Context: an optimization exercise on an open-source flow, tuned for small area. The choices shown serve that exercise and are no tape-out recipe. Only simulation tests tie the RTL to the original design; equivalence was not proved.

File: flow/design.v
module quad_chk (
        input  [15:0] x_in,
        input  [15:0] y_in,
        input         neg,
        output [15:0] x_out,
        output [15:0] y_out
    );
    assign x_out = neg ? (~x_in + 16'd1) : x_in;
    assign y_out = neg ? (~y_in + 16'd1) : y_in;
endmodule
module fa_cell (
        input  a,
        input  b,
        input  c,
        output s,
        output co
    );
    assign s  = a ^ b ^ c;
    assign co = (a & b) | (c & (a ^ b));
endmodule
module micro_rot_gen (
        input  [15:1] asign,
        input  [15:1] am,
        input  [15:1] dir_in,
        output [15:1] dirs
    );
    assign dirs = asign ^ (~am & dir_in);
endmodule
module rot_block_first_stage (
        input  [15:0] x_in,
        input  [15:0] y_in,
        input         dir,
        output [15:0] x_out,
        output [15:0] y_out
    );
    wire [15:0] bx = y_in ^ {16{dir}};
    wire [15:0] by = x_in ^ {16{~dir}};
    wire [16:0] cx, cy;
    assign x_out[0] = x_in[0] ^ y_in[0];
    assign y_out[0] = y_in[0] ^ x_in[0];
    assign cx[1] = dir ? (x_in[0] | ~y_in[0]) : (x_in[0] & y_in[0]);
    assign cy[1] = dir ? (y_in[0] & x_in[0]) : (y_in[0] | ~x_in[0]);
    genvar j;
    generate
        for (j = 1; j < 16; j = j + 1) begin : bitj
            fa_cell fx (.a(x_in[j]), .b(bx[j]), .c(cx[j]), .s(x_out[j]), .co(cx[j+1]));
            fa_cell fy (.a(y_in[j]), .b(by[j]), .c(cy[j]), .s(y_out[j]), .co(cy[j+1]));
        end
    endgenerate
endmodule
module rot_block #(
        parameter W  = 22,
        parameter SH = 1,
        parameter LI = 0,
        parameter LO = 0
    ) (
        input  [W-1:LI] x_in,
        input  [W-1:LI] y_in,
        input           dir,
        output [W-1:LO] x_out,
        output [W-1:LO] y_out
    );
    localparam M = W - 1 - SH;
    localparam R = SH + 1;
    localparam L = (R >= 3) ? (R + 1) / 2 : 0;
    wire [W-1:0] xf, yf;
    generate
        if (LI > 0) begin : zx
            assign xf = {x_in, {LI{1'b0}}};
            assign yf = {y_in, {LI{1'b0}}};
        end else begin : nz
            assign xf = x_in;
            assign yf = y_in;
        end
    endgenerate
    wire [2*W-1:0] av = {yf, xf};
    wire [2*W-1:0] tv = {{{SH{xf[W-1]}}, xf[W-1:SH]}, {{SH{yf[W-1]}}, yf[W-1:SH]}};
    wire [1:0]     dv = {~dir, dir};
    wire [2*W-1:0]  sv;
    assign x_out = sv[W-1+0*W -: W-LO] ;
    assign y_out = sv[W-1+1*W -: W-LO] ;
    genvar n, j;
    generate
        for (n = 0; n < 2; n = n + 1) begin : lane
            wire [W-1:0] a = av[n*W +: W];
            wire [W-1:0] t = tv[n*W +: W];
            wire         d = dv[n];
            wire [W-1:0] b = t ^ {W{d}};
            wire [W:0]   c;
            wire [W-1:0] s;
            assign s[LO]   = a[LO] ^ t[LO];
            assign c[LO+1] = d ? (a[LO] | ~t[LO]) : (a[LO] & t[LO]);
            for (j = LO + 1; j < W; j = j + 1) begin : bitj
                wire cj;
                if (L > 0 && j == M + L) begin : skip
                    wire e = b[M];
                    assign cj = (c[M] & ((&a[M+L-1:M]) | e)) | (e & (|a[M+L-1:M]));
                end else begin : rip
                    assign cj = c[j];
                end
                if (j == W - 1 || (L > 0 && j == M + L - 1)) begin : sumonly
                    assign s[j] = a[j] ^ b[j] ^ cj;
                    assign c[j+1] = 1'b0;
                end else if (j < LI) begin : half
                    ha_cell h (.a(b[j]), .b(cj), .s(s[j]), .co(c[j+1]));
                end else begin : full
                    fa_cell f (.a(a[j]), .b(b[j]), .c(cj), .s(s[j]), .co(c[j+1]));
                end
            end
            assign sv[n*W+LO +: W-LO] = s[W-1:LO];
            if (LO > 0) begin : low
                assign s[LO-1:0] = {LO{1'b0}};
                assign sv[n*W +: LO] = {LO{1'b0}};
            end
        end
    endgenerate
endmodule
module rot_block_last_stage #(
        parameter WI = 14,
        parameter WO = 14,
        parameter [15:0] ATAN = 16'h0
    ) (
        input  [WI-1:0] r_in,
        output [WO-1:0] r_out
    );
    function integer lsb1(input [15:0] v);
        integer n;
        begin
            lsb1 = 16;
            for (n = 15; n >= 0; n = n - 1)
                if (v[n]) lsb1 = n;
        end
    endfunction
    localparam Z = lsb1(ATAN);
    wire          s  = r_in[WI-1];
    wire [WO-1:0] ri = r_in[WO-1:0];
    wire [WO-1:0] b  = ATAN[WO-1:0] ^ {WO{~s}};
    wire [WO:0]   c;
    assign c[Z] = ~s;
    genvar j;
    generate
        for (j = 0; j < WO; j = j + 1) begin : bitj
            if (j < Z) begin : pass
                assign r_out[j] = ri[j];
            end else if (j == WO - 1) begin : top
                assign r_out[j] = ri[j] ^ b[j] ^ c[j];
            end else begin : full
                fa_cell f (.a(ri[j]), .b(b[j]), .c(c[j]), .s(r_out[j]), .co(c[j+1]));
            end
        end
    endgenerate
endmodule
module output_scale (
        input  [21:1] x_in,
        input  [21:1] y_in,
        output [15:0] x_out,
        output [15:0] y_out
    );
    wire xw_n21 = ~x_in[21];
    wire xw1 = ~x_in[8];
    wire xw2 = x_in[8];
    wire xw3 = ~x_in[9];
    wire xw4 = x_in[9];
    wire xw5, xw6;
    fa_cell u_xw5 (.a(x_in[1]), .b(x_in[4]), .c(x_in[5]), .s(xw5), .co(xw6));
    wire xw7, xw8;
    ha_cell u_xw7 (.a(x_in[7]), .b(x_in[8]), .s(xw7), .co(xw8));
    wire xw9, xw10;
    fa_cell u_xw9 (.a(x_in[2]), .b(x_in[5]), .c(x_in[6]), .s(xw9), .co(xw10));
    wire xw11, xw12;
    fa_cell u_xw11 (.a(x_in[8]), .b(x_in[9]), .c(x_in[11]), .s(xw11), .co(xw12));
    wire xw13, xw14;
    ha_cell u_xw13 (.a(x_in[12]), .b(x_in[13]), .s(xw13), .co(xw14));
    wire xw15, xw16;
    fa_cell u_xw15 (.a(x_in[3]), .b(x_in[6]), .c(x_in[7]), .s(xw15), .co(xw16));
    wire xw17, xw18;
    fa_cell u_xw17 (.a(x_in[9]), .b(x_in[10]), .c(x_in[12]), .s(xw17), .co(xw18));
    wire xw19, xw20;
    fa_cell u_xw19 (.a(x_in[13]), .b(x_in[14]), .c(x_in[16]), .s(xw19), .co(xw20));
    wire xw21, xw22;
    fa_cell u_xw21 (.a(x_in[4]), .b(x_in[7]), .c(x_in[8]), .s(xw21), .co(xw22));
    wire xw23, xw24;
    fa_cell u_xw23 (.a(x_in[10]), .b(x_in[11]), .c(x_in[13]), .s(xw23), .co(xw24));
    wire xw25, xw26;
    fa_cell u_xw25 (.a(x_in[14]), .b(x_in[15]), .c(x_in[17]), .s(xw25), .co(xw26));
    wire xw27, xw28;
    fa_cell u_xw27 (.a(x_in[5]), .b(x_in[8]), .c(x_in[9]), .s(xw27), .co(xw28));
    wire xw29, xw30;
    fa_cell u_xw29 (.a(x_in[11]), .b(x_in[12]), .c(x_in[14]), .s(xw29), .co(xw30));
    wire xw31, xw32;
    fa_cell u_xw31 (.a(x_in[15]), .b(x_in[16]), .c(x_in[18]), .s(xw31), .co(xw32));
    wire xw33, xw34;
    fa_cell u_xw33 (.a(x_in[6]), .b(x_in[9]), .c(x_in[10]), .s(xw33), .co(xw34));
    wire xw35, xw36;
    fa_cell u_xw35 (.a(x_in[12]), .b(x_in[13]), .c(x_in[15]), .s(xw35), .co(xw36));
    wire xw37, xw38;
    fa_cell u_xw37 (.a(x_in[16]), .b(x_in[17]), .c(x_in[19]), .s(xw37), .co(xw38));
    wire xw39, xw40;
    fa_cell u_xw39 (.a(x_in[7]), .b(x_in[10]), .c(x_in[11]), .s(xw39), .co(xw40));
    wire xw41, xw42;
    fa_cell u_xw41 (.a(x_in[13]), .b(x_in[14]), .c(x_in[16]), .s(xw41), .co(xw42));
    wire xw43, xw44;
    fa_cell u_xw43 (.a(x_in[17]), .b(x_in[18]), .c(x_in[20]), .s(xw43), .co(xw44));
    wire xw45, xw46;
    fa_cell u_xw45 (.a(x_in[11]), .b(x_in[12]), .c(x_in[14]), .s(xw45), .co(xw46));
    wire xw47, xw48;
    fa_cell u_xw47 (.a(x_in[15]), .b(x_in[17]), .c(x_in[18]), .s(xw47), .co(xw48));
    wire xw49, xw50;
    fa_cell u_xw49 (.a(x_in[19]), .b(xw_n21), .c(xw1), .s(xw49), .co(xw50));
    wire xw51, xw52;
    fa_cell u_xw51 (.a(x_in[12]), .b(x_in[13]), .c(x_in[15]), .s(xw51), .co(xw52));
    wire xw53, xw54;
    fa_cell u_xw53 (.a(x_in[16]), .b(x_in[18]), .c(x_in[19]), .s(xw53), .co(xw54));
    wire xw55, xw56;
    fa_cell u_xw55 (.a(x_in[20]), .b(xw3), .c(xw2), .s(xw55), .co(xw56));
    wire xw57, xw58;
    fa_cell u_xw57 (.a(x_in[10]), .b(x_in[13]), .c(x_in[14]), .s(xw57), .co(xw58));
    wire xw59, xw60;
    fa_cell u_xw59 (.a(x_in[16]), .b(x_in[17]), .c(x_in[19]), .s(xw59), .co(xw60));
    wire xw61, xw62;
    fa_cell u_xw61 (.a(x_in[20]), .b(xw_n21), .c(xw4), .s(xw61), .co(xw62));
    wire xw63, xw64;
    fa_cell u_xw63 (.a(x_in[11]), .b(x_in[14]), .c(x_in[15]), .s(xw63), .co(xw64));
    wire xw65, xw66;
    fa_cell u_xw65 (.a(x_in[17]), .b(x_in[18]), .c(x_in[20]), .s(xw65), .co(xw66));
    wire xw67, xw68;
    fa_cell u_xw67 (.a(x_in[12]), .b(x_in[15]), .c(x_in[16]), .s(xw67), .co(xw68));
    wire xw69 = ~x_in[13];
    wire xw70 = x_in[13];
    wire xw71, xw72;
    fa_cell u_xw71 (.a(x_in[10]), .b(x_in[11]), .c(x_in[12]), .s(xw71), .co(xw72));
    wire xw73, xw74;
    fa_cell u_xw73 (.a(x_in[15]), .b(xw9), .c(xw11), .s(xw73), .co(xw74));
    wire xw75, xw76;
    ha_cell u_xw75 (.a(xw13), .b(xw6), .s(xw75), .co(xw76));
    wire xw77, xw78;
    fa_cell u_xw77 (.a(xw15), .b(xw17), .c(xw19), .s(xw77), .co(xw78));
    wire xw79, xw80;
    fa_cell u_xw79 (.a(xw10), .b(xw12), .c(xw14), .s(xw79), .co(xw80));
    wire xw81, xw82;
    fa_cell u_xw81 (.a(xw21), .b(xw23), .c(xw25), .s(xw81), .co(xw82));
    wire xw83, xw84;
    fa_cell u_xw83 (.a(xw16), .b(xw18), .c(xw20), .s(xw83), .co(xw84));
    wire xw85, xw86;
    fa_cell u_xw85 (.a(xw27), .b(xw29), .c(xw31), .s(xw85), .co(xw86));
    wire xw87, xw88;
    fa_cell u_xw87 (.a(xw22), .b(xw24), .c(xw26), .s(xw87), .co(xw88));
    wire xw89, xw90;
    fa_cell u_xw89 (.a(xw33), .b(xw35), .c(xw37), .s(xw89), .co(xw90));
    wire xw91, xw92;
    fa_cell u_xw91 (.a(xw28), .b(xw30), .c(xw32), .s(xw91), .co(xw92));
    wire xw93, xw94;
    fa_cell u_xw93 (.a(xw39), .b(xw41), .c(xw43), .s(xw93), .co(xw94));
    wire xw95, xw96;
    fa_cell u_xw95 (.a(xw34), .b(xw36), .c(xw38), .s(xw95), .co(xw96));
    wire xw97, xw98;
    fa_cell u_xw97 (.a(xw45), .b(xw47), .c(xw49), .s(xw97), .co(xw98));
    wire xw99, xw100;
    fa_cell u_xw99 (.a(xw40), .b(xw42), .c(xw44), .s(xw99), .co(xw100));
    wire xw101, xw102;
    fa_cell u_xw101 (.a(xw51), .b(xw53), .c(xw55), .s(xw101), .co(xw102));
    wire xw103, xw104;
    fa_cell u_xw103 (.a(xw46), .b(xw48), .c(xw50), .s(xw103), .co(xw104));
    wire xw105, xw106;
    fa_cell u_xw105 (.a(xw57), .b(xw59), .c(xw61), .s(xw105), .co(xw106));
    wire xw107, xw108;
    fa_cell u_xw107 (.a(xw52), .b(xw54), .c(xw56), .s(xw107), .co(xw108));
    wire xw109, xw110;
    fa_cell u_xw109 (.a(xw_n21), .b(xw63), .c(xw65), .s(xw109), .co(xw110));
    wire xw111, xw112;
    fa_cell u_xw111 (.a(xw58), .b(xw60), .c(xw62), .s(xw111), .co(xw112));
    wire xw113, xw114;
    fa_cell u_xw113 (.a(x_in[18]), .b(x_in[19]), .c(xw_n21), .s(xw113), .co(xw114));
    wire xw115, xw116;
    fa_cell u_xw115 (.a(xw67), .b(xw64), .c(xw66), .s(xw115), .co(xw116));
    wire xw117, xw118;
    fa_cell u_xw117 (.a(x_in[16]), .b(x_in[17]), .c(x_in[19]), .s(xw117), .co(xw118));
    wire xw119, xw120;
    fa_cell u_xw119 (.a(x_in[20]), .b(xw69), .c(xw68), .s(xw119), .co(xw120));
    wire xw121, xw122;
    fa_cell u_xw121 (.a(x_in[14]), .b(x_in[17]), .c(x_in[18]), .s(xw121), .co(xw122));
    wire xw123, xw124;
    fa_cell u_xw123 (.a(x_in[20]), .b(xw_n21), .c(xw70), .s(xw123), .co(xw124));
    wire xw125, xw126;
    fa_cell u_xw125 (.a(x_in[15]), .b(x_in[18]), .c(x_in[19]), .s(xw125), .co(xw126));
    wire xw127 = ~x_in[16];
    wire xw128 = x_in[16];
    wire xw129, xw130;
    ha_cell u_xw129 (.a(x_in[14]), .b(xw5), .s(xw129), .co(xw130));
    wire xw131, xw132;
    fa_cell u_xw131 (.a(xw8), .b(xw73), .c(xw75), .s(xw131), .co(xw132));
    wire xw133, xw134;
    fa_cell u_xw133 (.a(xw77), .b(xw79), .c(xw74), .s(xw133), .co(xw134));
    wire xw135, xw136;
    fa_cell u_xw135 (.a(xw81), .b(xw83), .c(xw78), .s(xw135), .co(xw136));
    wire xw137, xw138;
    fa_cell u_xw137 (.a(xw85), .b(xw87), .c(xw82), .s(xw137), .co(xw138));
    wire xw139, xw140;
    fa_cell u_xw139 (.a(xw89), .b(xw91), .c(xw86), .s(xw139), .co(xw140));
    wire xw141, xw142;
    fa_cell u_xw141 (.a(xw93), .b(xw95), .c(xw90), .s(xw141), .co(xw142));
    wire xw143, xw144;
    fa_cell u_xw143 (.a(xw97), .b(xw99), .c(xw94), .s(xw143), .co(xw144));
    wire xw145, xw146;
    fa_cell u_xw145 (.a(xw101), .b(xw103), .c(xw98), .s(xw145), .co(xw146));
    wire xw147, xw148;
    fa_cell u_xw147 (.a(xw105), .b(xw107), .c(xw102), .s(xw147), .co(xw148));
    wire xw149, xw150;
    fa_cell u_xw149 (.a(xw109), .b(xw111), .c(xw106), .s(xw149), .co(xw150));
    wire xw151, xw152;
    fa_cell u_xw151 (.a(xw113), .b(xw115), .c(xw110), .s(xw151), .co(xw152));
    wire xw153, xw154;
    fa_cell u_xw153 (.a(xw117), .b(xw119), .c(xw114), .s(xw153), .co(xw154));
    wire xw155, xw156;
    fa_cell u_xw155 (.a(xw121), .b(xw123), .c(xw118), .s(xw155), .co(xw156));
    wire xw157, xw158;
    fa_cell u_xw157 (.a(xw_n21), .b(xw125), .c(xw122), .s(xw157), .co(xw158));
    wire xw159, xw160;
    fa_cell u_xw159 (.a(x_in[19]), .b(x_in[20]), .c(xw127), .s(xw159), .co(xw160));
    wire xw161, xw162;
    fa_cell u_xw161 (.a(x_in[17]), .b(x_in[20]), .c(xw_n21), .s(xw161), .co(xw162));
    wire xw163, xw164;
    ha_cell u_xw163 (.a(xw7), .b(xw71), .s(xw163), .co(xw164));
    wire xw165, xw166;
    fa_cell u_xw165 (.a(xw72), .b(xw131), .c(xw130), .s(xw165), .co(xw166));
    wire xw167, xw168;
    fa_cell u_xw167 (.a(xw76), .b(xw133), .c(xw132), .s(xw167), .co(xw168));
    wire xw169, xw170;
    fa_cell u_xw169 (.a(xw80), .b(xw135), .c(xw134), .s(xw169), .co(xw170));
    wire xw171, xw172;
    fa_cell u_xw171 (.a(xw84), .b(xw137), .c(xw136), .s(xw171), .co(xw172));
    wire xw173, xw174;
    fa_cell u_xw173 (.a(xw88), .b(xw139), .c(xw138), .s(xw173), .co(xw174));
    wire xw175, xw176;
    fa_cell u_xw175 (.a(xw92), .b(xw141), .c(xw140), .s(xw175), .co(xw176));
    wire xw177, xw178;
    fa_cell u_xw177 (.a(xw96), .b(xw143), .c(xw142), .s(xw177), .co(xw178));
    wire xw179, xw180;
    fa_cell u_xw179 (.a(xw100), .b(xw145), .c(xw144), .s(xw179), .co(xw180));
    wire xw181, xw182;
    fa_cell u_xw181 (.a(xw104), .b(xw147), .c(xw146), .s(xw181), .co(xw182));
    wire xw183, xw184;
    fa_cell u_xw183 (.a(xw108), .b(xw149), .c(xw148), .s(xw183), .co(xw184));
    wire xw185, xw186;
    fa_cell u_xw185 (.a(xw112), .b(xw151), .c(xw150), .s(xw185), .co(xw186));
    wire xw187, xw188;
    fa_cell u_xw187 (.a(xw116), .b(xw153), .c(xw152), .s(xw187), .co(xw188));
    wire xw189, xw190;
    fa_cell u_xw189 (.a(xw120), .b(xw155), .c(xw154), .s(xw189), .co(xw190));
    wire xw191, xw192;
    fa_cell u_xw191 (.a(xw124), .b(xw157), .c(xw156), .s(xw191), .co(xw192));
    wire xw193, xw194;
    fa_cell u_xw193 (.a(xw126), .b(xw159), .c(xw158), .s(xw193), .co(xw194));
    wire xw195, xw196;
    fa_cell u_xw195 (.a(xw128), .b(xw161), .c(xw160), .s(xw195), .co(xw196));
    wire xw197, xw198;
    fa_cell u_xw197 (.a(x_in[18]), .b(xw_n21), .c(xw162), .s(xw197), .co(xw198));
    wire xw199 = ~x_in[19];
    wire xw200 = x_in[19];
    wire xw201 = ~x_in[20];
    wire xw202 = x_in[20];
    wire xw203 = xw129 & xw163;
    wire xw204 = (xw165 & xw164) | (xw203 & (xw165 ^ xw164));
    wire xw205 = (xw167 & xw166) | (xw204 & (xw167 ^ xw166));
    wire xw206 = (xw169 & xw168) | (xw205 & (xw169 ^ xw168));
    wire xw207 = (xw171 & xw170) | (xw206 & (xw171 ^ xw170));
    wire xw208 = (xw173 & xw172) | (xw207 & (xw173 ^ xw172));
    wire xw209, xw210;
    fa_cell u_xw209 (.a(xw175), .b(xw174), .c(xw208), .s(xw209), .co(xw210));
    wire xw211, xw212;
    fa_cell u_xw211 (.a(xw177), .b(xw176), .c(xw210), .s(xw211), .co(xw212));
    wire xw213, xw214;
    fa_cell u_xw213 (.a(xw179), .b(xw178), .c(xw212), .s(xw213), .co(xw214));
    wire xw215, xw216;
    fa_cell u_xw215 (.a(xw181), .b(xw180), .c(xw214), .s(xw215), .co(xw216));
    wire xw217, xw218;
    fa_cell u_xw217 (.a(xw183), .b(xw182), .c(xw216), .s(xw217), .co(xw218));
    wire xw219, xw220;
    fa_cell u_xw219 (.a(xw185), .b(xw184), .c(xw218), .s(xw219), .co(xw220));
    wire xw221, xw222;
    fa_cell u_xw221 (.a(xw187), .b(xw186), .c(xw220), .s(xw221), .co(xw222));
    wire xw223, xw224;
    fa_cell u_xw223 (.a(xw189), .b(xw188), .c(xw222), .s(xw223), .co(xw224));
    wire xw225, xw226;
    fa_cell u_xw225 (.a(xw191), .b(xw190), .c(xw224), .s(xw225), .co(xw226));
    wire xw227, xw228;
    fa_cell u_xw227 (.a(xw193), .b(xw192), .c(xw226), .s(xw227), .co(xw228));
    wire [5:0] xwhi = {1'b1, xw_n21, xw201, xw199, xw197, xw195} + {1'b0, xw202, xw200, xw198, xw196, xw194} + xw228;
    wire yw_n21 = ~y_in[21];
    wire yw1 = ~y_in[8];
    wire yw2 = y_in[8];
    wire yw3 = ~y_in[9];
    wire yw4 = y_in[9];
    wire yw5, yw6;
    fa_cell u_yw5 (.a(y_in[1]), .b(y_in[4]), .c(y_in[5]), .s(yw5), .co(yw6));
    wire yw7, yw8;
    ha_cell u_yw7 (.a(y_in[7]), .b(y_in[8]), .s(yw7), .co(yw8));
    wire yw9, yw10;
    fa_cell u_yw9 (.a(y_in[2]), .b(y_in[5]), .c(y_in[6]), .s(yw9), .co(yw10));
    wire yw11, yw12;
    fa_cell u_yw11 (.a(y_in[8]), .b(y_in[9]), .c(y_in[11]), .s(yw11), .co(yw12));
    wire yw13, yw14;
    ha_cell u_yw13 (.a(y_in[12]), .b(y_in[13]), .s(yw13), .co(yw14));
    wire yw15, yw16;
    fa_cell u_yw15 (.a(y_in[3]), .b(y_in[6]), .c(y_in[7]), .s(yw15), .co(yw16));
    wire yw17, yw18;
    fa_cell u_yw17 (.a(y_in[9]), .b(y_in[10]), .c(y_in[12]), .s(yw17), .co(yw18));
    wire yw19, yw20;
    fa_cell u_yw19 (.a(y_in[13]), .b(y_in[14]), .c(y_in[16]), .s(yw19), .co(yw20));
    wire yw21, yw22;
    fa_cell u_yw21 (.a(y_in[4]), .b(y_in[7]), .c(y_in[8]), .s(yw21), .co(yw22));
    wire yw23, yw24;
    fa_cell u_yw23 (.a(y_in[10]), .b(y_in[11]), .c(y_in[13]), .s(yw23), .co(yw24));
    wire yw25, yw26;
    fa_cell u_yw25 (.a(y_in[14]), .b(y_in[15]), .c(y_in[17]), .s(yw25), .co(yw26));
    wire yw27, yw28;
    fa_cell u_yw27 (.a(y_in[5]), .b(y_in[8]), .c(y_in[9]), .s(yw27), .co(yw28));
    wire yw29, yw30;
    fa_cell u_yw29 (.a(y_in[11]), .b(y_in[12]), .c(y_in[14]), .s(yw29), .co(yw30));
    wire yw31, yw32;
    fa_cell u_yw31 (.a(y_in[15]), .b(y_in[16]), .c(y_in[18]), .s(yw31), .co(yw32));
    wire yw33, yw34;
    fa_cell u_yw33 (.a(y_in[6]), .b(y_in[9]), .c(y_in[10]), .s(yw33), .co(yw34));
    wire yw35, yw36;
    fa_cell u_yw35 (.a(y_in[12]), .b(y_in[13]), .c(y_in[15]), .s(yw35), .co(yw36));
    wire yw37, yw38;
    fa_cell u_yw37 (.a(y_in[16]), .b(y_in[17]), .c(y_in[19]), .s(yw37), .co(yw38));
    wire yw39, yw40;
    fa_cell u_yw39 (.a(y_in[7]), .b(y_in[10]), .c(y_in[11]), .s(yw39), .co(yw40));
    wire yw41, yw42;
    fa_cell u_yw41 (.a(y_in[13]), .b(y_in[14]), .c(y_in[16]), .s(yw41), .co(yw42));
    wire yw43, yw44;
    fa_cell u_yw43 (.a(y_in[17]), .b(y_in[18]), .c(y_in[20]), .s(yw43), .co(yw44));
    wire yw45, yw46;
    fa_cell u_yw45 (.a(y_in[11]), .b(y_in[12]), .c(y_in[14]), .s(yw45), .co(yw46));
    wire yw47, yw48;
    fa_cell u_yw47 (.a(y_in[15]), .b(y_in[17]), .c(y_in[18]), .s(yw47), .co(yw48));
    wire yw49, yw50;
    fa_cell u_yw49 (.a(y_in[19]), .b(yw_n21), .c(yw1), .s(yw49), .co(yw50));
    wire yw51, yw52;
    fa_cell u_yw51 (.a(y_in[12]), .b(y_in[13]), .c(y_in[15]), .s(yw51), .co(yw52));
    wire yw53, yw54;
    fa_cell u_yw53 (.a(y_in[16]), .b(y_in[18]), .c(y_in[19]), .s(yw53), .co(yw54));
    wire yw55, yw56;
    fa_cell u_yw55 (.a(y_in[20]), .b(yw3), .c(yw2), .s(yw55), .co(yw56));
    wire yw57, yw58;
    fa_cell u_yw57 (.a(y_in[10]), .b(y_in[13]), .c(y_in[14]), .s(yw57), .co(yw58));
    wire yw59, yw60;
    fa_cell u_yw59 (.a(y_in[16]), .b(y_in[17]), .c(y_in[19]), .s(yw59), .co(yw60));
    wire yw61, yw62;
    fa_cell u_yw61 (.a(y_in[20]), .b(yw_n21), .c(yw4), .s(yw61), .co(yw62));
    wire yw63, yw64;
    fa_cell u_yw63 (.a(y_in[11]), .b(y_in[14]), .c(y_in[15]), .s(yw63), .co(yw64));
    wire yw65, yw66;
    fa_cell u_yw65 (.a(y_in[17]), .b(y_in[18]), .c(y_in[20]), .s(yw65), .co(yw66));
    wire yw67, yw68;
    fa_cell u_yw67 (.a(y_in[12]), .b(y_in[15]), .c(y_in[16]), .s(yw67), .co(yw68));
    wire yw69 = ~y_in[13];
    wire yw70 = y_in[13];
    wire yw71, yw72;
    fa_cell u_yw71 (.a(y_in[10]), .b(y_in[11]), .c(y_in[12]), .s(yw71), .co(yw72));
    wire yw73, yw74;
    fa_cell u_yw73 (.a(y_in[15]), .b(yw9), .c(yw11), .s(yw73), .co(yw74));
    wire yw75, yw76;
    ha_cell u_yw75 (.a(yw13), .b(yw6), .s(yw75), .co(yw76));
    wire yw77, yw78;
    fa_cell u_yw77 (.a(yw15), .b(yw17), .c(yw19), .s(yw77), .co(yw78));
    wire yw79, yw80;
    fa_cell u_yw79 (.a(yw10), .b(yw12), .c(yw14), .s(yw79), .co(yw80));
    wire yw81, yw82;
    fa_cell u_yw81 (.a(yw21), .b(yw23), .c(yw25), .s(yw81), .co(yw82));
    wire yw83, yw84;
    fa_cell u_yw83 (.a(yw16), .b(yw18), .c(yw20), .s(yw83), .co(yw84));
    wire yw85, yw86;
    fa_cell u_yw85 (.a(yw27), .b(yw29), .c(yw31), .s(yw85), .co(yw86));
    wire yw87, yw88;
    fa_cell u_yw87 (.a(yw22), .b(yw24), .c(yw26), .s(yw87), .co(yw88));
    wire yw89, yw90;
    fa_cell u_yw89 (.a(yw33), .b(yw35), .c(yw37), .s(yw89), .co(yw90));
    wire yw91, yw92;
    fa_cell u_yw91 (.a(yw28), .b(yw30), .c(yw32), .s(yw91), .co(yw92));
    wire yw93, yw94;
    fa_cell u_yw93 (.a(yw39), .b(yw41), .c(yw43), .s(yw93), .co(yw94));
    wire yw95, yw96;
    fa_cell u_yw95 (.a(yw34), .b(yw36), .c(yw38), .s(yw95), .co(yw96));
    wire yw97, yw98;
    fa_cell u_yw97 (.a(yw45), .b(yw47), .c(yw49), .s(yw97), .co(yw98));
    wire yw99, yw100;
    fa_cell u_yw99 (.a(yw40), .b(yw42), .c(yw44), .s(yw99), .co(yw100));
    wire yw101, yw102;
    fa_cell u_yw101 (.a(yw51), .b(yw53), .c(yw55), .s(yw101), .co(yw102));
    wire yw103, yw104;
    fa_cell u_yw103 (.a(yw46), .b(yw48), .c(yw50), .s(yw103), .co(yw104));
    wire yw105, yw106;
    fa_cell u_yw105 (.a(yw57), .b(yw59), .c(yw61), .s(yw105), .co(yw106));
    wire yw107, yw108;
    fa_cell u_yw107 (.a(yw52), .b(yw54), .c(yw56), .s(yw107), .co(yw108));
    wire yw109, yw110;
    fa_cell u_yw109 (.a(yw_n21), .b(yw63), .c(yw65), .s(yw109), .co(yw110));
    wire yw111, yw112;
    fa_cell u_yw111 (.a(yw58), .b(yw60), .c(yw62), .s(yw111), .co(yw112));
    wire yw113, yw114;
    fa_cell u_yw113 (.a(y_in[18]), .b(y_in[19]), .c(yw_n21), .s(yw113), .co(yw114));
    wire yw115, yw116;
    fa_cell u_yw115 (.a(yw67), .b(yw64), .c(yw66), .s(yw115), .co(yw116));
    wire yw117, yw118;
    fa_cell u_yw117 (.a(y_in[16]), .b(y_in[17]), .c(y_in[19]), .s(yw117), .co(yw118));
    wire yw119, yw120;
    fa_cell u_yw119 (.a(y_in[20]), .b(yw69), .c(yw68), .s(yw119), .co(yw120));
    wire yw121, yw122;
    fa_cell u_yw121 (.a(y_in[14]), .b(y_in[17]), .c(y_in[18]), .s(yw121), .co(yw122));
    wire yw123, yw124;
    fa_cell u_yw123 (.a(y_in[20]), .b(yw_n21), .c(yw70), .s(yw123), .co(yw124));
    wire yw125, yw126;
    fa_cell u_yw125 (.a(y_in[15]), .b(y_in[18]), .c(y_in[19]), .s(yw125), .co(yw126));
    wire yw127 = ~y_in[16];
    wire yw128 = y_in[16];
    wire yw129, yw130;
    ha_cell u_yw129 (.a(y_in[14]), .b(yw5), .s(yw129), .co(yw130));
    wire yw131, yw132;
    fa_cell u_yw131 (.a(yw8), .b(yw73), .c(yw75), .s(yw131), .co(yw132));
    wire yw133, yw134;
    fa_cell u_yw133 (.a(yw77), .b(yw79), .c(yw74), .s(yw133), .co(yw134));
    wire yw135, yw136;
    fa_cell u_yw135 (.a(yw81), .b(yw83), .c(yw78), .s(yw135), .co(yw136));
    wire yw137, yw138;
    fa_cell u_yw137 (.a(yw85), .b(yw87), .c(yw82), .s(yw137), .co(yw138));
    wire yw139, yw140;
    fa_cell u_yw139 (.a(yw89), .b(yw91), .c(yw86), .s(yw139), .co(yw140));
    wire yw141, yw142;
    fa_cell u_yw141 (.a(yw93), .b(yw95), .c(yw90), .s(yw141), .co(yw142));
    wire yw143, yw144;
    fa_cell u_yw143 (.a(yw97), .b(yw99), .c(yw94), .s(yw143), .co(yw144));
    wire yw145, yw146;
    fa_cell u_yw145 (.a(yw101), .b(yw103), .c(yw98), .s(yw145), .co(yw146));
    wire yw147, yw148;
    fa_cell u_yw147 (.a(yw105), .b(yw107), .c(yw102), .s(yw147), .co(yw148));
    wire yw149, yw150;
    fa_cell u_yw149 (.a(yw109), .b(yw111), .c(yw106), .s(yw149), .co(yw150));
    wire yw151, yw152;
    fa_cell u_yw151 (.a(yw113), .b(yw115), .c(yw110), .s(yw151), .co(yw152));
    wire yw153, yw154;
    fa_cell u_yw153 (.a(yw117), .b(yw119), .c(yw114), .s(yw153), .co(yw154));
    wire yw155, yw156;
    fa_cell u_yw155 (.a(yw121), .b(yw123), .c(yw118), .s(yw155), .co(yw156));
    wire yw157, yw158;
    fa_cell u_yw157 (.a(yw_n21), .b(yw125), .c(yw122), .s(yw157), .co(yw158));
    wire yw159, yw160;
    fa_cell u_yw159 (.a(y_in[19]), .b(y_in[20]), .c(yw127), .s(yw159), .co(yw160));
    wire yw161, yw162;
    fa_cell u_yw161 (.a(y_in[17]), .b(y_in[20]), .c(yw_n21), .s(yw161), .co(yw162));
    wire yw163, yw164;
    ha_cell u_yw163 (.a(yw7), .b(yw71), .s(yw163), .co(yw164));
    wire yw165, yw166;
    fa_cell u_yw165 (.a(yw72), .b(yw131), .c(yw130), .s(yw165), .co(yw166));
    wire yw167, yw168;
    fa_cell u_yw167 (.a(yw76), .b(yw133), .c(yw132), .s(yw167), .co(yw168));
    wire yw169, yw170;
    fa_cell u_yw169 (.a(yw80), .b(yw135), .c(yw134), .s(yw169), .co(yw170));
    wire yw171, yw172;
    fa_cell u_yw171 (.a(yw84), .b(yw137), .c(yw136), .s(yw171), .co(yw172));
    wire yw173, yw174;
    fa_cell u_yw173 (.a(yw88), .b(yw139), .c(yw138), .s(yw173), .co(yw174));
    wire yw175, yw176;
    fa_cell u_yw175 (.a(yw92), .b(yw141), .c(yw140), .s(yw175), .co(yw176));
    wire yw177, yw178;
    fa_cell u_yw177 (.a(yw96), .b(yw143), .c(yw142), .s(yw177), .co(yw178));
    wire yw179, yw180;
    fa_cell u_yw179 (.a(yw100), .b(yw145), .c(yw144), .s(yw179), .co(yw180));
    wire yw181, yw182;
    fa_cell u_yw181 (.a(yw104), .b(yw147), .c(yw146), .s(yw181), .co(yw182));
    wire yw183, yw184;
    fa_cell u_yw183 (.a(yw108), .b(yw149), .c(yw148), .s(yw183), .co(yw184));
    wire yw185, yw186;
    fa_cell u_yw185 (.a(yw112), .b(yw151), .c(yw150), .s(yw185), .co(yw186));
    wire yw187, yw188;
    fa_cell u_yw187 (.a(yw116), .b(yw153), .c(yw152), .s(yw187), .co(yw188));
    wire yw189, yw190;
    fa_cell u_yw189 (.a(yw120), .b(yw155), .c(yw154), .s(yw189), .co(yw190));
    wire yw191, yw192;
    fa_cell u_yw191 (.a(yw124), .b(yw157), .c(yw156), .s(yw191), .co(yw192));
    wire yw193, yw194;
    fa_cell u_yw193 (.a(yw126), .b(yw159), .c(yw158), .s(yw193), .co(yw194));
    wire yw195, yw196;
    fa_cell u_yw195 (.a(yw128), .b(yw161), .c(yw160), .s(yw195), .co(yw196));
    wire yw197, yw198;
    fa_cell u_yw197 (.a(y_in[18]), .b(yw_n21), .c(yw162), .s(yw197), .co(yw198));
    wire yw199 = ~y_in[19];
    wire yw200 = y_in[19];
    wire yw201 = ~y_in[20];
    wire yw202 = y_in[20];
    wire yw203 = yw129 & yw163;
    wire yw204 = (yw165 & yw164) | (yw203 & (yw165 ^ yw164));
    wire yw205 = (yw167 & yw166) | (yw204 & (yw167 ^ yw166));
    wire yw206 = (yw169 & yw168) | (yw205 & (yw169 ^ yw168));
    wire yw207 = (yw171 & yw170) | (yw206 & (yw171 ^ yw170));
    wire yw208 = (yw173 & yw172) | (yw207 & (yw173 ^ yw172));
    wire yw209, yw210;
    fa_cell u_yw209 (.a(yw175), .b(yw174), .c(yw208), .s(yw209), .co(yw210));
    wire yw211, yw212;
    fa_cell u_yw211 (.a(yw177), .b(yw176), .c(yw210), .s(yw211), .co(yw212));
    wire yw213, yw214;
    fa_cell u_yw213 (.a(yw179), .b(yw178), .c(yw212), .s(yw213), .co(yw214));
    wire yw215, yw216;
    fa_cell u_yw215 (.a(yw181), .b(yw180), .c(yw214), .s(yw215), .co(yw216));
    wire yw217, yw218;
    fa_cell u_yw217 (.a(yw183), .b(yw182), .c(yw216), .s(yw217), .co(yw218));
    wire yw219, yw220;
    fa_cell u_yw219 (.a(yw185), .b(yw184), .c(yw218), .s(yw219), .co(yw220));
    wire yw221, yw222;
    fa_cell u_yw221 (.a(yw187), .b(yw186), .c(yw220), .s(yw221), .co(yw222));
    wire yw223, yw224;
    fa_cell u_yw223 (.a(yw189), .b(yw188), .c(yw222), .s(yw223), .co(yw224));
    wire yw225, yw226;
    fa_cell u_yw225 (.a(yw191), .b(yw190), .c(yw224), .s(yw225), .co(yw226));
    wire yw227, yw228;
    fa_cell u_yw227 (.a(yw193), .b(yw192), .c(yw226), .s(yw227), .co(yw228));
    wire [5:0] ywhi = {1'b1, yw_n21, yw201, yw199, yw197, yw195} + {1'b0, yw202, yw200, yw198, yw196, yw194} + yw228;
    assign x_out = {xwhi[5], xwhi[4], xwhi[3], xwhi[2], xwhi[1], xwhi[0], xw227, xw225, xw223, xw221, xw219, xw217, xw215, xw213, xw211, xw209};
    assign y_out = {ywhi[5], ywhi[4], ywhi[3], ywhi[2], ywhi[1], ywhi[0], yw227, yw225, yw223, yw221, yw219, yw217, yw215, yw213, yw211, yw209};
endmodule
module ha_cell (
        input  a,
        input  b,
        output s,
        output co
    );
    assign s  = a ^ b;
    assign co = a & b;
endmodule
module CORDIC_Rotation_top #(
        parameter DATA_WIDTH = 16,
        parameter CORDIC_WIDTH = 22,
        parameter ANGLE_WIDTH = 16,
        parameter CORDIC_STAGES = 16
    ) (
        input clk,
        input nreset,
        input enable_in,
        input angle_microRot_n,
        input signed [DATA_WIDTH-1:0] x_in,
        input signed [DATA_WIDTH-1:0] y_in,
        input signed [ANGLE_WIDTH-1:0] angle_in,
        input [CORDIC_STAGES-1:0] microRot_dir_in,
        input microRot_vld,
        input [1:0] quad_in,
        output signed [DATA_WIDTH-1:0] x_out,
        output signed [DATA_WIDTH-1:0] y_out,
        output output_valid_o,
        output rot_active_o
    );
    localparam W = 22;
    wire [1:0] quad = angle_microRot_n ? angle_in[15:14] : {quad_in[1], quad_in[1] ^ quad_in[0]};
    wire       neg  = quad[1] ^ quad[0];
    wire       dir0 = angle_microRot_n ? angle_in[14] : (microRot_dir_in[0] ^ quad[0]);
    wire [15:0] xq, yq;
    quad_chk qc (.x_in(x_in), .y_in(y_in), .neg(neg), .x_out(xq), .y_out(yq));
    wire [15:0] x1, y1;
    rot_block_first_stage s0 (.x_in(xq), .y_in(yq), .dir(dir0), .x_out(x1), .y_out(y1));
    wire [13:0] r0 = {angle_microRot_n ? ~angle_in[13] : quad[0], angle_in[12:0]};
    reg [16:1] v;
    reg        v17, v18;
    always @(posedge clk or negedge nreset) begin
        if (~nreset) begin
            v   <= 16'd0;
            v17 <= 1'b0;
            v18 <= 1'b0;
        end else begin
            v   <= {v[15:1], enable_in};
            v17 <= v[16];
            v18 <= v17;
        end
    end
    assign rot_active_o   = v[1];
    assign output_valid_o = v18;
    reg [15:1] am;
    always @(posedge clk) am <= {am[14:1], angle_microRot_n};
    localparam [4*14-1:0] WR = {4'd4,4'd4,4'd4,4'd5,4'd6,4'd7,4'd8,4'd9,4'd10,4'd11,4'd12,4'd13,4'd14,4'd14};
    localparam [16*14-1:0] AT = {16'h0001,16'h0002,16'h0005,16'h000A,16'h0014,16'h0028,16'h0051,
                                 16'h00A2,16'h0145,16'h028B,16'h0511,16'h09FB,16'h12E4,16'h2000};
    wire [15:1] asign;
    reg  [13:0] rr0;
    always @(posedge clk) rr0 <= r0;
    wire [14*14-1:0] rv;
    assign rv[13:0] = rr0;
    assign asign[1] = rr0[13];
    genvar i;
    generate
        for (i = 1; i < 14; i = i + 1) begin : res
            localparam WI = WR[4*(i-1) +: 4];
            localparam WO = WR[4*i +: 4];
            wire [WO-1:0] rn;
            rot_block_last_stage #(.WI(WI), .WO(WO), .ATAN(AT[16*i +: 16])) st (
                .r_in(rv[14*(i-1) +: WI]), .r_out(rn)
            );
            reg [WO-1:0] rr;
            always @(posedge clk) rr <= {am[i] ? rn[WO-1] : rv[14*(i-1)+WI-1], rn[WO-2:0]};
            assign rv[14*i +: 14] = {{(14-WO){1'b0}}, rr};
            assign asign[i+1] = rr[WO-1];
        end
    endgenerate
    reg s14;
    always @(posedge clk) s14 <= asign[14];
    assign asign[15] = s14;
    wire [15:0] dirs;
    assign dirs[0] = dir0;
    micro_rot_gen mrg (.asign(asign), .am(am), .dir_in(microRot_dir_in[15:1]), .dirs(dirs[15:1]));
    wire [W*17-1:0] xs, ys;
    reg [15:0] x1r, y1r;
    always @(posedge clk) begin
        x1r <= x1;
        y1r <= {y1[15:1], x1[0]};
    end
    assign xs[W*1 +: W] = {x1r, 6'd0};
    assign ys[W*1 +: W] = {y1r, 6'd0};
    genvar k;
    generate
        for (k = 1; k < 16; k = k + 1) begin : stg
            localparam LI = (k == 1) ? 6 : (k == 2) ? 5 : (k == 3) ? 3 : 0;
            localparam LO = (LI > k) ? LI - k : 0;
            wire [W-1:LO] xn, yn;
            rot_block #(.W(W), .SH(k), .LI(LI), .LO(LO)) rb (
                .x_in(xs[W*k+LI +: W-LI]), .y_in(ys[W*k+LI +: W-LI]), .dir(dirs[k]),
                .x_out(xn), .y_out(yn)
            );
            reg [W-1:LO] xr, yr;
            always @(posedge clk) begin
                xr <= xn;
                yr <= (LO < LI) ? {yn[W-1:LO+1], xn[LO]} : yn;
            end
            if (LO > 0) begin : pad
                assign xs[W*(k+1) +: W] = {xr, {LO{1'b0}}};
                assign ys[W*(k+1) +: W] = {yr, {LO{1'b0}}};
            end else begin : nopad
                assign xs[W*(k+1) +: W] = xr;
                assign ys[W*(k+1) +: W] = yr;
            end
        end
    endgenerate
    wire [15:0] xo, yo;
    output_scale sc (.x_in(xs[W*16+1 +: W-1]), .y_in(ys[W*16+1 +: W-1]), .x_out(xo), .y_out(yo));
    reg [15:0] xor_q, yor_q;
    always @(posedge clk or negedge nreset) begin
        if (~nreset) begin
            xor_q <= 16'd0;
            yor_q <= 16'd0;
        end else if (v[16]) begin
            xor_q <= xo;
            yor_q <= yo;
        end
    end
    assign x_out = xor_q;
    assign y_out = yor_q;
endmodule
File: flow/flow/run.sh
#!/bin/bash
set -o pipefail
CTS="-sink_clustering_enable -repair_clock_nets -sink_clustering_size 18 -sink_clustering_max_diameter 70 -buf_list sky130_fd_sc_hd__clkbuf_8 -dont_use_dummy_load"
bash standard.sh \
    BUFFER_PORTS_ARGS="-buffer_cell sky130_fd_sc_hd__buf_1" \
    CTS_ARGS="$CTS" \
    RECOVER_POWER=100 \
    POST_GLOBAL_ROUTE_TCL="$PWD/flow/post_grt.tcl" \
    finish > standard_flow.log 2>&1
File: flow/flow/post_grt.tcl
# After the power recovery at the end of global routing: repair max slew / max capacitance /
# fanout again (the recovery may have downsized drivers of high-fanout nets such as the
# reset), then re-route the changed nets and rewrite the route guides.
global_route -start_incremental
repair_design_helper
detailed_placement
global_route -end_incremental
estimate_parasitics -global_routing
write_guides $::env(RESULTS_DIR)/route.guide
File: flow/standard.sh
#!/bin/bash
# synth_recipe.tcl (not shown) runs the flow's synth.tcl, then flattens the netlist and writes it again
# the make line also repeats each setting of config.mk as NAME=value (left out here)
make -C /OpenROAD-flow-scripts/flow DESIGN_CONFIG=/design/flow/config.mk WORK_HOME=/design/flow/orfs CLKGATE_MAP_FILE= SYNTH_SCRIPT=/design/flow/synth_recipe.tcl "${@:-finish}"
File: flow/config.mk
export PLATFORM = sky130hd
export DESIGN_NAME = CORDIC_Rotation_top
export DESIGN_NICKNAME = CORDIC_Rotation_top
export VERILOG_FILES = /design/flow/design.v
export SDC_FILE = /design/flow/constraint.sdc
export NUM_CORES = 4
export LEC_CHECK = 0
export CAP_MARGIN = 20
export CORE_MARGIN = 2
export CORE_UTILIZATION = 75
export CTS_BUF_LIST = sky130_fd_sc_hd__clkbuf_8
export CTS_CLUSTER_DIAMETER = 70
export CTS_CLUSTER_SIZE = 16
export PLACE_DENSITY = 0.85
export SLEW_MARGIN = 20
export SYNTH_HIERARCHICAL = 1
File: flow/constraint.sdc
create_clock -name core_clock -period 10.0 [get_ports {clk}]
set_input_delay 2.0000 -clock core_clock [delete_from_list [all_inputs] [get_ports {clk}]]
set_output_delay 2.0000 -clock core_clock [all_outputs]
set_load 0.01 [all_outputs]
==> run summary, run 1 <==
Final #Nets=slightly below 4k; maximum clock path buffer count=3; Fin Hold WS=around 0.33 ns; most common cell after layout, fill and taps aside=fa_1; max_cap viols=0; die width=~250 um; Final ANT Viol Nets=0; # IOs=105; largest net degree at the start of global routing=51; Inserted Clock Buffers=56; flop2flop setup slack=around 0.82 ns; clock skew=approximately 0.087 ns; final slew viol count=0; vias per inst=between 5 and 6; most frequent CP cell=fa_1; Crit Path Class=input pin to register; Avg WL per Cell=about 20 um; Worst setup endpoint=stg[4].xr[19]; total wire length=around 73000 um; post-route design area=46000 um^2; FP Rows=89; DRT Pass-1 Iters=4; Final Setup Violations=0; share of cells above drive strength 1=6.50%; Port Buffer Count=roughly 100; final core occ=roughly four fifths; actual slew at the worst max-slew pin=about 1.0 ns; commonest non-fill, non-tap cells in the layout=868 x fa_1, 804 x dfxtp_1, 287 x xnor2_1; Reg2Reg Depth=26; Final HPWL DP=60200 um; CTS resizes=0; Worst setup startpoint=microRot_dir_in[4]; Yosys Warn Count=7; CTS root buf=clkbuf_8; first-pass GRT wire length=between 100000 and 150000 um; CTS tree=built; Die Y=247 um; area of the multi-input gates=around 26000 um^2; Final period util=between 90% and 100%; Critical Path End Type=register; Worst setup SP type=input pin; post-CTS setup buffer count=0; area grow syn2layout=3.56%; routed via count=~20k; met3 wire length=2000 um; Met2 Wirelength=just over 40000 um; Initial Utilization=between 70% and 80%; syn_nets=3809; routed metal-1 wire length=between 20000 and 30000 um; core area=approximately 60000 um^2; total clock sinks=roughly 850; DRT iter0 DRCs=785; critical-path cell list=buf_1 -> nand2b_2 -> xnor2_4 -> mux2_2 -> fa_1 -> fa_1 -> fa_1 -> fa_1 -> fa_1 -> fa_1 -> fa_1 -> fa_1 -> fa_1 -> fa_1 -> fa_1 -> fa_1 -> fa_1 -> fa_1 -> fa_1 -> fa_1 -> fa_1 -> fa_1 -> xor2_1 -> xnor2_1; r2r startpoint=stg[15].yr[15]; Fill cells=roughly 3.4k; status=complete, no violations; Placed Area=between 40000 and 50000 um^2; Crit path required time=between 10 and 15 ns; Skew-Pair Late Insertion Delay=0.71 ns; Period minus WS final=a little under 10 ns; Clk pin slew, worst setup/hold paths=approximately 0.10 ns; CP max FO=5; top sig layer=met4; Worst path max stage delay=0.44 ns; Hold Crit Class=register to register; CP arrival=slightly above 10 ns; Hold-fix buffers, CTS=0; RePlAce Congestion=0.850; f_max=104 MHz; DRC=0; Reg area=17300 um^2; Syn Area/Cell=between 15 and 20 um^2; H-tree Lvls=2; synthesized area=about 44000 um^2; cells after synthesis=2834; Die Footprint=61200 um^2; initial antenna violation count=1; final global-route overflow total=0; vias in the first global route=24.0k; Worst slew margin=32.7%; r2r endpoint=yor_q[14]; slowest cell on the critical path=fa_1; gr usage total=26.3%; final hold violation count=0
[worst min-delay path by stage]
stage,start,cells after the start,slack [ns],end
detailed placement,res[9].rr[0],0,0.31,res[10].rr[0]
finish,res[8].rr[0],0,0.33,res[9].rr[0]
global placement,res[7].rr[0],0,0.31,res[8].rr[0]
floorplan,v17,0,0.33,v18
CTS,res[8].rr[0],0,0.33,res[9].rr[0]
[metal layers]
| metal | GRT usage, % | up-vias |
|---|---|---|
| li1 | - | 9024 |
| met1 | 33.1 | 10800 |
| met2 | 48.3 | 235 |
| met3 | 3.15 | 126 |
| met4 | 7.52 | 0 |
| met5 | 0 | - |
[per-stage QoR]
step,setup TNS [ns],setup WS [ns],instances
global placement,-0.203,-0.107,3653
detailed placement,-1.26,-0.321,3653
floorplan,0,0.0519,2834
finish,0,0.380,3713
CTS,0,0.436,3709
[layout make-up]
cell class | instances | share of cell area [%]
tap | 773 | 2.10
timing repair buffer | 142 | 1.46
multi-input combinational | 1832 | 56.6
inverter | 55 | 0.449
antenna | 1 | 0.00544
clock buffer | 56 | 1.67
sequential | 854 | 37.7
[critical path, delay by kind of cell]
| family | cells | cell delay, ns |
|---|---|---|
| adders and majority gates | 18 | 7.06 |
| and+or+nand+nor | 1 | 0.11 |
| xor gates and xnor gates | 3 | 0.61 |
| muxes | 1 | 0.32 |
| buffers and inverters | 1 | 0.11 |
[state kept, by name, summed over array words and instances, names as in the netlist]
name and flops:
s14 1, y1r 16, stg.yr 321, x1r 15, yor_q 16, xor_q 16
res.rr 104, v 16, am 15, v18 1, v17 1, stg.xr 318
rr0 14
==> run 2: changes to the inputs <==
==> flow/flow/run.sh (replaced) <==
#!/bin/bash
set -o pipefail
CTS="-sink_clustering_enable -repair_clock_nets -sink_clustering_size 10 -sink_clustering_max_diameter 50 -buf_list sky130_fd_sc_hd__clkbuf_4 -dont_use_dummy_load"
bash standard.sh \
    BUFFER_PORTS_ARGS="-buffer_cell sky130_fd_sc_hd__buf_1" \
    CTS_ARGS="$CTS" \
    RECOVER_POWER=100 \
    POST_GLOBAL_ROUTE_TCL="$PWD/flow/post_grt.tcl" \
    finish > standard_flow.log 2>&1
==> run summary, run 2 <==
max reg flops=between 300 and 400; FP Rows=between 80 and 90; area grow syn2layout=3.47%; synthesized area=~44000 um^2; CP max FO=5; Syn Area/Cell=around 16 um^2; Yosys Warn Count=7; Placed Area=between 40000 and 50000 um^2; core area=slightly below 60000 um^2; DRC=0; H-tree Lvls=3; Final HPWL DP=60200 um; status=complete, no violations; setup TNS=0 ns; clock skew=around 0.091 ns; post-route design area=between 40000 and 50000 um^2; DP Cell Count=roughly 3.7k; worst setup margin=roughly 0.35 ns; Buf/Inv on CP=1; gr usage total=26.4%; Critical Path End Type=register; Final Setup Violations=0; critical-path cell list=buf_1 -> nand2b_4 -> xnor2_1 -> xor2_1 -> fa_1 -> fa_1 -> fa_1 -> fa_1 -> fa_1 -> fa_1 -> fa_1 -> fa_1 -> fa_1 -> fa_1 -> fa_1 -> fa_1 -> fa_1 -> fa_1 -> fa_1 -> o21ai_0 -> nand3_1 -> fa_1 -> fa_1 -> xnor2_1; flop2flop setup slack=approximately 0.82 ns; f_max=just over 100 MHz; Die Y=~250 um; RePlAce Congestion=between 0.8 and 0.9; Crit Path Class=input pin to register; Crit path required time=between 10 and 15 ns; Worst path max stage delay=around 0.72 ns; final global-route overflow total=0; max_cap viols=0; Worst setup SP type=input pin; met2 Use GR=between 40 and 50%; CTS resizes=0; Reg2Reg Depth=26; Port Buffer Count=103; final hold violation count=0; Reg with most FFs=stg.yr; total wire length=between 70000 and 80000 um; Hold-fix buffers, CTS=0; M1 GR Usage=between 30 and 40%; DRT iter0 DRCs=~750; CP top delay family=adder cells; Hold Crit Class=register to register; r2r startpoint=stg[15].xr[17]; routed via count=between 20k and 25k; post-CTS setup buffer count=0; Worst Hold Path Cells=0; Clk pin slew, worst setup/hold paths=0.11 ns; most frequent CP cell=fa_1; Avg WL per Cell=just under 20 um; dpl ws=-0.321 ns; maximum clock path buffer count=3; final slew viol count=0; Initial Utilization=75.6%; most common cell after layout, fill and taps aside=fa_1; HP Start=res[8].rr[0]; die width=around 250 um; Worst slew margin=between 30% and 40%; r2r endpoint=xor_q[14]; vias in the first global route=approximately 24k; biggest regs=stg.yr (321), stg.xr (318), res.rr (104); CTS root buf=clkbuf_4; commonest non-fill, non-tap cells in the layout=868 x fa_1, 804 x dfxtp_1, 288 x xnor2_1; actual slew at the worst max-slew pin=approximately 0.99 ns; cells after synthesis=2834; Die Footprint=approximately 61000 um^2; DRT Pass-1 Iters=5; Inserted Clock Buffers=99; Fin Hold WS=~0.33 ns; Final period util=96.5%; Final #Nets=approximately 4.0k; share of cells above drive strength 1=a little under 8%; Period minus WS final=~9.6 ns; vias per inst=5.44; initial antenna violation count=2; CP arrival=approximately 10 ns; Skew-Pair Late Insertion Delay=0.88 ns; total clock sinks=854; CTS tree=built; GR Util met3=between 3 and 4%; Final ANT Viol Nets=0; first-pass GRT wire length=between 100000 and 150000 um; final core occ=between 70% and 80%; syn_nets=roughly 3.8k; largest net degree at the start of global routing=about 50; # IOs=between 100 and 150; non-filler cells, final=3759; Hold Path Sink=res[9].rr[0]; most used routing layer=met2; slowest cell on the critical path=xnor2_1
[run 2: worst max-delay path by stage]
stage / startpoint / endpoint / slack, ns / cells after the start
final: microRot_dir_in[5] / stg[5].xr[21] / 0.35 / 24
after floorplan: microRot_dir_in[4] / stg[4].yr[19] / 0.05 / 25
after detailed placement: microRot_dir_in[4] / stg[4].xr[19] / -0.32 / 24
after CTS: microRot_dir_in[4] / stg[4].xr[19] / 0.63 / 24
after global placement: microRot_dir_in[4] / stg[4].xr[19] / -0.11 / 24
[run 2: routing by layer]
metal | share of wire, % | vias to the layer above | wire (um)
met5 | 0 | - | 0
met4 | 2.4 | 0 | 1740
met3 | 3.1 | 129 | 2260
met2 | 56 | 298 | 40900
met1 | 39 | 10900 | 28200
li1 | - | 9161 | -
[run 2: final cells by class]
cell class,count,area (um^2)
diodes,5,12.5
multi-input cells,1832,26000
flip-flops and latches,854,17300
well taps,773,967
fillers,3425,12800
clock buffers,99,743
repair buffers,141,661
inverters,55,206
[run 2: worst register-to-register path, cell delays in order, from the launching register on]
cell and delay [ns]:
dfxtp_1 0.84, fa_1 0.57, fa_1 0.47, fa_1 0.58
fa_1 0.43, ha_1 0.33, a21o_1 0.17, a31oi_1 0.14
o21ai_0 0.16, fa_1 0.41, fa_1 0.39, fa_1 0.40
fa_1 0.40, fa_1 0.39, fa_1 0.39, fa_1 0.39
fa_1 0.39, fa_1 0.39, fa_1 0.36, inv_1 0.07
fa_1 0.19, inv_1 0.07, fa_1 0.41, a21o_1 0.19
a21oi_1 0.19, xnor2_1 0.09, mux2_4 0.25
==> run 3: changes to the inputs <==
==> flow/flow/run.sh (replaced) <==
#!/bin/bash
set -o pipefail
CTS="-sink_clustering_enable -repair_clock_nets -sink_clustering_size 16 -sink_clustering_max_diameter 70 -buf_list sky130_fd_sc_hd__clkbuf_8 -dont_use_dummy_load"
bash standard.sh \
    BUFFER_PORTS_ARGS="-buffer_cell sky130_fd_sc_hd__buf_1" \
    CTS_ARGS="$CTS" \
    RECOVER_POWER=100 \
    POST_GLOBAL_ROUTE_TCL="$PWD/flow/post_grt.tcl" \
    finish > standard_flow.log 2>&1
==> run summary, run 3 <==
status=complete, no violations; vias per inst=around 5.5; CTS root buf=clkbuf_8; Syn Area/Cell=15.7 um^2; Reg with most FFs=stg.yr; Skew-Pair Late Insertion Delay=about 0.72 ns; gr usage total=26.4%; first-pass GRT wire length=between 100000 and 150000 um; flop2flop setup slack=about 0.8 ns; DRC=0; vias in the first global route=between 20k and 25k; total clock sinks=between 800 and 900; Worst setup SP type=input pin; Final ANT Viol Nets=0; total wire length=about 73000 um; max reg flops=about 320; Crit Path Class=input pin to register; die width=between 200 and 250 um; core area=58800 um^2; Yosys Warn Count=7; critical-path cell list=buf_1 -> nand2b_2 -> xnor2_4 -> mux2_2 -> fa_1 -> fa_1 -> fa_1 -> fa_1 -> fa_1 -> fa_1 -> fa_1 -> fa_1 -> fa_1 -> fa_1 -> fa_1 -> fa_1 -> fa_1 -> fa_1 -> fa_1 -> fa_1 -> fa_1 -> fa_1 -> xor2_1 -> xnor2_1; final slew viol count=0; Initial Utilization=between 70% and 80%; setup TNS=0 ns; syn_nets=~3.8k; most frequent CP cell=fa_1; Final period util=a little over nine tenths; Hold Path Sink=res[6].rr[0]; cells after synthesis=2834; Hold-fix buffers, CTS=0; final hold violation count=0; CTS tree=built; actual slew at the worst max-slew pin=0.987 ns; # IOs=between 100 and 150; biggest regs=stg.yr (321), stg.xr (318), res.rr (104); Die Footprint=roughly 61000 um^2; Inserted Clock Buffers=a little over 60; maximum clock path buffer count=3; FP Rows=89; clock skew=between 0.06 and 0.07 ns; commonest non-fill, non-tap cells in the layout=868 x fa_1, 804 x dfxtp_1, 287 x xnor2_1; synthesized area=between 40000 and 50000 um^2; r2r startpoint=stg[15].yr[15]; Clk pin slew, worst setup/hold paths=roughly 0.1 ns; DRT Pass-1 Iters=5; Worst Hold Path Cells=0; Critical Path End Type=register; Period minus WS final=9.58 ns; RePlAce Congestion=around 0.85; Reg2Reg Depth=26; Final HPWL DP=60200 um; HP Start=res[5].rr[0]; final global-route overflow total=0; Worst path max stage delay=between 0.4 and 0.5 ns; f_max=104 MHz; CTS resizes=0; largest net degree at the start of global routing=51; Hold Crit Class=register to register; slowest cell on the critical path=fa_1; Avg WL per Cell=between 15 and 20 um; Crit path required time=10.62 ns; Fin Hold WS=~0.33 ns; area grow syn2layout=3.73%; share of cells above drive strength 1=approximately 6.6%; max_cap viols=0; CP arrival=just over 10 ns; routed via count=20.3k; Port Buffer Count=103; DRT iter0 DRCs=slightly below 800; most common cell after layout, fill and taps aside=fa_1; Final Setup Violations=0; CP max FO=5; post-CTS setup buffer count=0; Die Y=~250 um; initial antenna violation count=1; Worst slew margin=34.2%; final core occ=between 70% and 80%; H-tree Lvls=2; r2r endpoint=yor_q[14]; Final #Nets=~3.9k
[run 3: final cells by class]
class | count | area (um^2)
multi-input combinational | 1832 | 26100
clock buffer | 61 | 840
antenna | 1 | 2.50
tap | 773 | 967
inverter | 55 | 206
sequential | 854 | 17300
fill | 3383 | 12700
timing repair buffer | 143 | 683
[run 3: routing by layer]
metal	track usage [%]	wire [um]
met4	7.19	1690
met5	0	0
met3	3.18	2100
met1	33.1	28300
met2	48.7	41200
[run 3: worst max path at each step]
stage	from	slack, ns	endpoint	cells past startpoint
after floorplan	microRot_dir_in[4]	0.05	stg[4].yr[19]	25
after global placement	microRot_dir_in[4]	-0.11	stg[4].xr[19]	24
after detailed placement	microRot_dir_in[4]	-0.32	stg[4].xr[19]	24
after CTS	microRot_dir_in[4]	0.44	stg[4].xr[19]	24
final	microRot_dir_in[4]	0.42	stg[4].xr[19]	24
[run 3: worst max-delay path: cells and delay by family]
kind / cells / cell delay [ns]
mux: 1 / 0.32
simple gates: 1 / 0.11
fa+ha+maj: 18 / 7.06
xor+xnor: 3 / 0.60
buf+inv: 1 / 0.12
[run 3: stage by stage]
| step | std cells | setup WS [ns] | area (um^2) |
|---|---|---|---|
| floorplan | 2834 | 0.0519 | 44500 |
| global placement | 3653 | -0.107 | 45500 |
| detailed placement | 3653 | -0.321 | 45500 |
| CTS | 3714 | 0.445 | 46300 |
| finish | 3719 | 0.418 | 46100 |
==> run 4: changes to the inputs <==
--- a/flow/config.mk
+++ b/flow/config.mk
@@ -9,3 +9,3 @@
 export CORE_MARGIN = 2
-export CORE_UTILIZATION = 75
+export CORE_UTILIZATION = 80
 export CTS_BUF_LIST = sky130_fd_sc_hd__clkbuf_8
@@ -13,3 +13,3 @@
 export CTS_CLUSTER_SIZE = 16
-export PLACE_DENSITY = 0.85
+export PLACE_DENSITY = 0.88
 export SLEW_MARGIN = 20
==> run summary, run 4 <==
final global-route overflow total=0; r2r startpoint=stg[15].yr[16]; CTS tree=built; most common cell after layout, fill and taps aside=fa_1; Final ANT Viol Nets=0; gr usage total=30.1%; syn_nets=roughly 3.8k; Crit path required time=approximately 11 ns; status=complete, no violations; CTS resizes=0; vias in the first global route=around 25k; final core occ=~84%; synthesized area=around 44000 um^2; H-tree Lvls=2; maximum clock path buffer count=3; die width=240 um; clock skew=approximately 0.044 ns; Initial Utilization=slightly above 80%; total clock sinks=854; Die Y=approximately 240 um; share of cells above drive strength 1=about 6.4%; routed metal-1 wire length=29100 um; most frequent CP cell=fa_1; CP arrival=around 10 ns; CP top delay family=adder cells; Worst slew margin=between 20% and 30%; met3 wire length=~2200 um; Worst Hold Path Cells=0; Final period util=a little over nine tenths; Worst path max stage delay=roughly 0.42 ns; max_cap viols=0; Period minus WS final=between 9 and 10 ns; area grow syn2layout=3.64%; final slew viol count=0; Hold-fix buffers, CTS=0; CP max FO=14; DRT Pass-1 Iters=5; ANT cells=0; Final HPWL DP=~64000 um; actual slew at the worst max-slew pin=roughly 1.1 ns; Final #Nets=3920; vias per inst=5.58; routed via count=approximately 21k; Worst setup startpoint=microRot_dir_in[4]; Syn Area/Cell=15.7 um^2; largest net degree at the start of global routing=between 50 and 60; top sig layer=met4; Critical Path End Type=register; Crit Path Class=input pin to register; HP Start=res[8].rr[0]; Reg2Reg Depth=26; Fin Hold WS=~0.33 ns; f_max=roughly 100 MHz; initial antenna violation count=0; Fill cells=between 2k and 3k; Met2 Wirelength=about 46000 um; max reg flops=321; Port Buffer Count=103; Worst setup SP type=input pin; commonest non-fill, non-tap cells in the layout=868 x fa_1, 804 x dfxtp_1, 287 x xnor2_1; Buf/Inv on CP=2; post-CTS setup buffer count=0; DRT iter0 DRCs=982; first-pass GRT wire length=130000 um; Hold Path Sink=res[9].rr[0]; core area=55000 um^2; Clk pin slew, worst setup/hold paths=0.10 ns; final hold violation count=0; Skew-Pair Late Insertion Delay=between 0.7 and 0.8 ns; DRC=0; flop2flop setup slack=~0.88 ns; CTS root buf=clkbuf_8; FP Rows=86; Final Setup Violations=0; Hold Crit Class=register to register; cells after synthesis=between 2k and 3k; r2r endpoint=yor_q[14]; Inserted Clock Buffers=61; Die Footprint=between 50000 and 60000 um^2; Avg WL per Cell=about 22 um; slowest cell on the critical path=fa_1; Yosys Warn Count=7; Reg with most FFs=stg.yr; # IOs=between 100 and 150; RePlAce Congestion=roughly 0.84; total wire length=between 70000 and 80000 um; biggest regs=stg.yr (321), stg.xr (318), res.rr (104)
==> run 4: area by class of cell <==
cell class | instances | area [um^2] | share of cell area [%]
clock buffer | 61 | 840 | 1.82
timing repair buffer | 141 | 662 | 1.44
multi-input combinational | 1832 | 26100 | 56.6
tap | 748 | 936 | 2.03
sequential | 854 | 17300 | 37.7
inverter | 55 | 206 | 0.448
==> run 4: worst max-delay path by stage <==
| stage | endpoint | cells after the start |
|---|---|---|
| 4_1_cts | stg[4].xr[19] | 25 |
| 3_5_place_dp | stg[4].xr[19] | 25 |
| 6_report | stg[4].xr[19] | 25 |
| 2_1_floorplan | stg[4].yr[19] | 25 |
| 3_3_place_gp | stg[4].xr[19] | 25 |
==> run 4: layer usage <==
layer	vias to the layer above	track usage, %
met3	152	3.39
met1	11100	36.4
met2	334	56.8
met5	-	0
met4	0	8.92
li1	9035	-
==> run 4: per-stage QoR <==
step                      TNS (ns)  cell area [um^2]  setup slack (ns)  std cells
after floorplan                  0             44500            0.0519       2834
after global placement      -0.317             45500            -0.161       3629
after detailed placement     -2.10             45500            -0.326       3629
after CTS                        0             46300             0.386       3690
final                            0             46100             0.312       3691

-- re-timing with driven ports --
The flow's constraints put no driver on any port. The routed layouts listed below were extracted and timed again, unchanged, in two steps.
Step 1 (the two cells are an assumption about what drives the block):
set clk [get_ports {clk}]
set_driving_cell -lib_cell sky130_fd_sc_hd__clkbuf_16 $clk
set_driving_cell -lib_cell sky130_fd_sc_hd__buf_2 [delete_from_list [all_inputs] $clk]
Step 2 also shifts input and output timing later by t, the mid clock arrival at the registers, as if the neighbouring blocks saw the same clock.
a / b / c = ideal / step 1 / step 2; a / b = the first two.
| run | t (ns) | slack for setup (ns) | worst setup path after step 2 | latest minus earliest clock arrival (ns) | pins driven straight from the clock port |
|---|---|---|---|---|---|
| run 1 | 0.726 | 0.380 / 0.405 / -0.321 | input to register | 0.094 / 0.094 | 1 |
| run 2 | 0.896 | 0.353 / 0.386 / -0.510 | input to register | 0.094 / 0.094 | 1 |
| run 3 | 0.750 | 0.418 / 0.451 / -0.299 | input to register | 0.082 / 0.082 | 1 |
| run 4 | 0.751 | 0.312 / 0.340 / -0.411 | input to register | 0.052 / 0.052 | 1 |
Met with ideal ports but missed after step 2: setup timing in every run listed. The setup slack of run 2, which loses most, moves by +0.033 ns with the drivers and by -0.863 ns with both steps.
